Context: an optimization exercise on an open-source flow, tuned for small area, a short achievable clock period and few clock cycles per item. The choices shown serve that exercise and are no tape-out recipe.
The RTL was checked by simulation tests, not by an equivalence proof against the original design.
Power and IR drop assume default switching activity.

Setup of run 5:
==> flow/design.v <==
`timescale 1ns/100ps
module cache_controller (
    input clock,
    input reset,
    input read,
    input write,
    input [7:0] address,
    input [7:0] writedata,
    input mem_BUSY,
    input [31:0] mem_readdata,
    output reg [7:0] readdata,
    output reg mem_read, mem_write,
    output reg BUSY,
    output reg [5:0] mem_address,
    output reg [31:0] mem_writedata
);
    reg        cache_VALID [7:0];
    reg        cache_DIRTY [7:0];
    reg [2:0]  cache_TAG   [7:0];
    reg [31:0] cache_DATA  [7:0];
    integer i;
    wire [2:0] idx = address[4:2];
    wire       req = read | write;
    wire        VALID = cache_VALID[idx];
    wire        DIRTY = cache_DIRTY[idx];
    wire [2:0]  TAG   = cache_TAG[idx];
    wire [31:0] DATA  = cache_DATA[idx];
    wire        HIT   = VALID && (TAG == address[7:5]);
    reg done;
    wire idle = !(mem_read | mem_write | done);
    wire [2:0] lidx = mem_address[2:0];
    reg  [1:0] bsel;
    reg        wr;
    reg  [7:0]  cache_byte, mem_byte;
    always @(*) begin
        case (address[1:0])
            2'd0: begin cache_byte = DATA[7:0];   mem_byte = mem_readdata[7:0];   end
            2'd1: begin cache_byte = DATA[15:8];  mem_byte = mem_readdata[15:8];  end
            2'd2: begin cache_byte = DATA[23:16]; mem_byte = mem_readdata[23:16]; end
            default: begin cache_byte = DATA[31:24]; mem_byte = mem_readdata[31:24]; end
        endcase
    end
    wire miss_clean = idle && req && !HIT && !(VALID && DIRTY);
    wire miss_dirty = idle && req && !HIT && VALID && DIRTY;
    always @(posedge clock or posedge reset) begin
        if (reset) begin
            mem_read  <= 1'b0;
            mem_write <= 1'b0;
            done      <= 1'b0;
        end else begin
            mem_read  <= miss_clean | (mem_write & !mem_BUSY) | (mem_read & mem_BUSY);
            mem_write <= miss_dirty | (mem_write & mem_BUSY);
            done      <= (idle & req & HIT) | (mem_read & !mem_BUSY);
        end
    end
    always @(posedge clock) begin
        BUSY <= mem_read ? mem_BUSY : !(idle & HIT);
        readdata <= mem_read ? mem_byte : cache_byte;
        mem_writedata <= DATA;
        bsel <= address[1:0];
        wr <= write;
        mem_address[2:0] <= idx;
        mem_address[5:3] <= ((idle & VALID & DIRTY) | (mem_write & mem_BUSY)) ? TAG : address[7:5];
    end
    always @(posedge clock) begin
        if (reset) begin
            for (i = 0; i < 8; i = i + 1) begin
                cache_VALID[i] <= 1'b0;
                cache_DIRTY[i] <= 1'b0;
            end
        end else if (mem_read) begin
            cache_VALID[lidx] <= 1'b1;
            cache_DIRTY[lidx] <= 1'b0;
            cache_TAG[lidx]   <= address[7:5];
        end else if (done && wr) begin
            cache_DIRTY[lidx] <= 1'b1;
        end
    end
    always @(posedge clock) begin
        if (mem_read) begin
            cache_DATA[lidx] <= mem_readdata;
        end else if (done && wr) begin
            case (bsel)
                2'd0: cache_DATA[lidx][7:0]   <= writedata;
                2'd1: cache_DATA[lidx][15:8]  <= writedata;
                2'd2: cache_DATA[lidx][23:16] <= writedata;
                default: cache_DATA[lidx][31:24] <= writedata;
            endcase
        end
    end
endmodule
==> flow/config.mk <==
export PLATFORM = sky130hd
export DESIGN_NAME = cache_controller
export DESIGN_NICKNAME = cache_controller
export VERILOG_FILES = /design/flow/design.v
export SDC_FILE = /design/flow/constraint.sdc
export NUM_CORES = 4
export LEC_CHECK = 0
export CAP_MARGIN = 20
export CORE_MARGIN = 2
export CORE_UTILIZATION = 60
export CTS_BUF_LIST = sky130_fd_sc_hd__clkbuf_8
export CTS_CLUSTER_DIAMETER = 50
export CTS_CLUSTER_SIZE = 15
export PLACE_DENSITY = 0.75
export SETUP_SLACK_MARGIN = 3.5
export SLEW_MARGIN = 20
==> flow/constraint.sdc <==
create_clock -name core_clock -period 6.0 [get_ports {clock}]
set_input_delay 1.2000 -clock core_clock [delete_from_list [all_inputs] [get_ports {clock}]]
set_output_delay 1.2000 -clock core_clock [all_outputs]
set_load 0.01 [all_outputs]
standard.sh (not shown) runs the stock make flow with config.mk's settings and CLKGATE_MAP_FILE= SYNTH_SCRIPT=/design/flow/synth_recipe.tcl, a recipe that flattens the netlist after the stock synthesis.
==> flow/flow/run.sh <==
#!/bin/bash
# Standard layout, with the ports buffered by a small plain buffer instead of
# the delay cell buffer_ports picks by default.
cp standard.sh standard_sh_copy.log
export BUFFER_PORTS_ARGS="-buffer_cell sky130_fd_sc_hd__buf_2"
bash standard.sh > standard.log 2>&1
Run 5 completed end to end with timing, DRC and antenna clean.
Testbench counts of run 5, summed over its fixed seeds: cycles 16,144, requests 4,800.
Modified inputs, run 3 compared to run 5
diff --git a/flow/config.mk b/flow/config.mk
--- a/flow/config.mk
+++ b/flow/config.mk
@@ -13,4 +13,4 @@
 export CTS_CLUSTER_SIZE = 15
 export PLACE_DENSITY = 0.75
-export SETUP_SLACK_MARGIN = 3.5
+export SETUP_SLACK_MARGIN = 3.65
 export SLEW_MARGIN = 20
Findings:
- Going from run 5 to run 3, first-iteration DRC count down about 11%, global-route usage flat.
- For run 5, the end of the critical path was mem_address[4], unlike run 3, where it was mem_read.
- Run 3 ends up with a sequential power share that is 1.0 points lower than in run 5.
- Run 3 vs run 5: setup slack up in run 3
- There was hardly any difference in worst hold slack across all endpoints between run 5 and run 3.
- Going from run 5 to run 3, logic gate share of total power grows by 0.2 points.
- Run 3 vs run 5, cell with the biggest individual delay on the critical path: sky130_fd_sc_hd__dfrtp_2 vs sky130_fd_sc_hd__mux2_1
- met1 layer wirelength in the final routing for run 3 is higher than for run 5.
- Reported combinational group power for run 3: 3.2% up relative to run 5
- Run 5 was smaller in final cell area than run 3.

---

wip/harbor:
Another version of the RTL of cache_controller (not shown whole).
Size: about 750 cells after synthesis, ~350 flip-flops, about 100 I/O pins, ~14000 um2 of cells after synthesis.
make LEC_CHECK=0 CAP_MARGIN=20 CORE_MARGIN=2 CORE_UTILIZATION=40 PLACE_DENSITY=0.6 SETUP_SLACK_MARGIN=3.5 SLEW_MARGIN=20 finish   # period 6.0 ns
run.sh (not shown) runs the stock make flow with config.mk's settings and CLKGATE_MAP_FILE= SYNTH_SCRIPT=/design/flow/synth_recipe.tcl, a recipe that flattens the netlist after the stock synthesis.
Stock flow here: none of the scripts above is used.
Testbench counts of wip/harbor, summed over its fixed seeds: cycles 16,144, requests 4,800.
Relative to wip/harbor, the following input files were edited for wip/amber:
Settings: SETUP_SLACK_MARGIN: 3.5 -> unset.
[summary]
met3 wirelength from detailed routing in wip/amber is 46% higher than in wip/harbor
In wip/amber, the wire length came out about 3.4% below the value in wip/harbor.
Lower post-route non-filler standard cell count goes to wip/amber over wip/harbor.
In the final reports, the cell area of wip/amber is smaller than that of wip/harbor.

==> what the ideal ports hide <==
The results above use ideal ports. As a check the final layouts listed here were re-extracted and re-timed, cells and wires unchanged. Step 1: set_driving_cell puts a clkbuf_16 on clock and a buf_2 on each other input, an assumption about the parent block. Step 2 moves the port delays by t, midway between the first and last clock arrival at a register: inputs arrive t later, outputs are due t later. That takes back most of the time a late clock gives input paths. Slacks: ideal ports / drivers / drivers and shift; pairs: ideal ports / drivers.
run	t, ns	setup slack, ns	worst setup path at the end	pins driven straight from the clock port
run 5	0.627	3.500 / 3.341 / 2.715	input to register	1
run 3	0.623	3.626 / 3.535 / 2.912	input to register	1
wip/harbor	0.562	3.491 / 3.494 / 2.932	input to register	1
wip/amber	0.560	2.161 / 2.190 / 1.630	input to register	1
After both steps setup and hold are still met in every run listed. The setup slack of run 5, which loses most, moves by -0.159 ns with the drivers and by -0.785 ns with both steps.
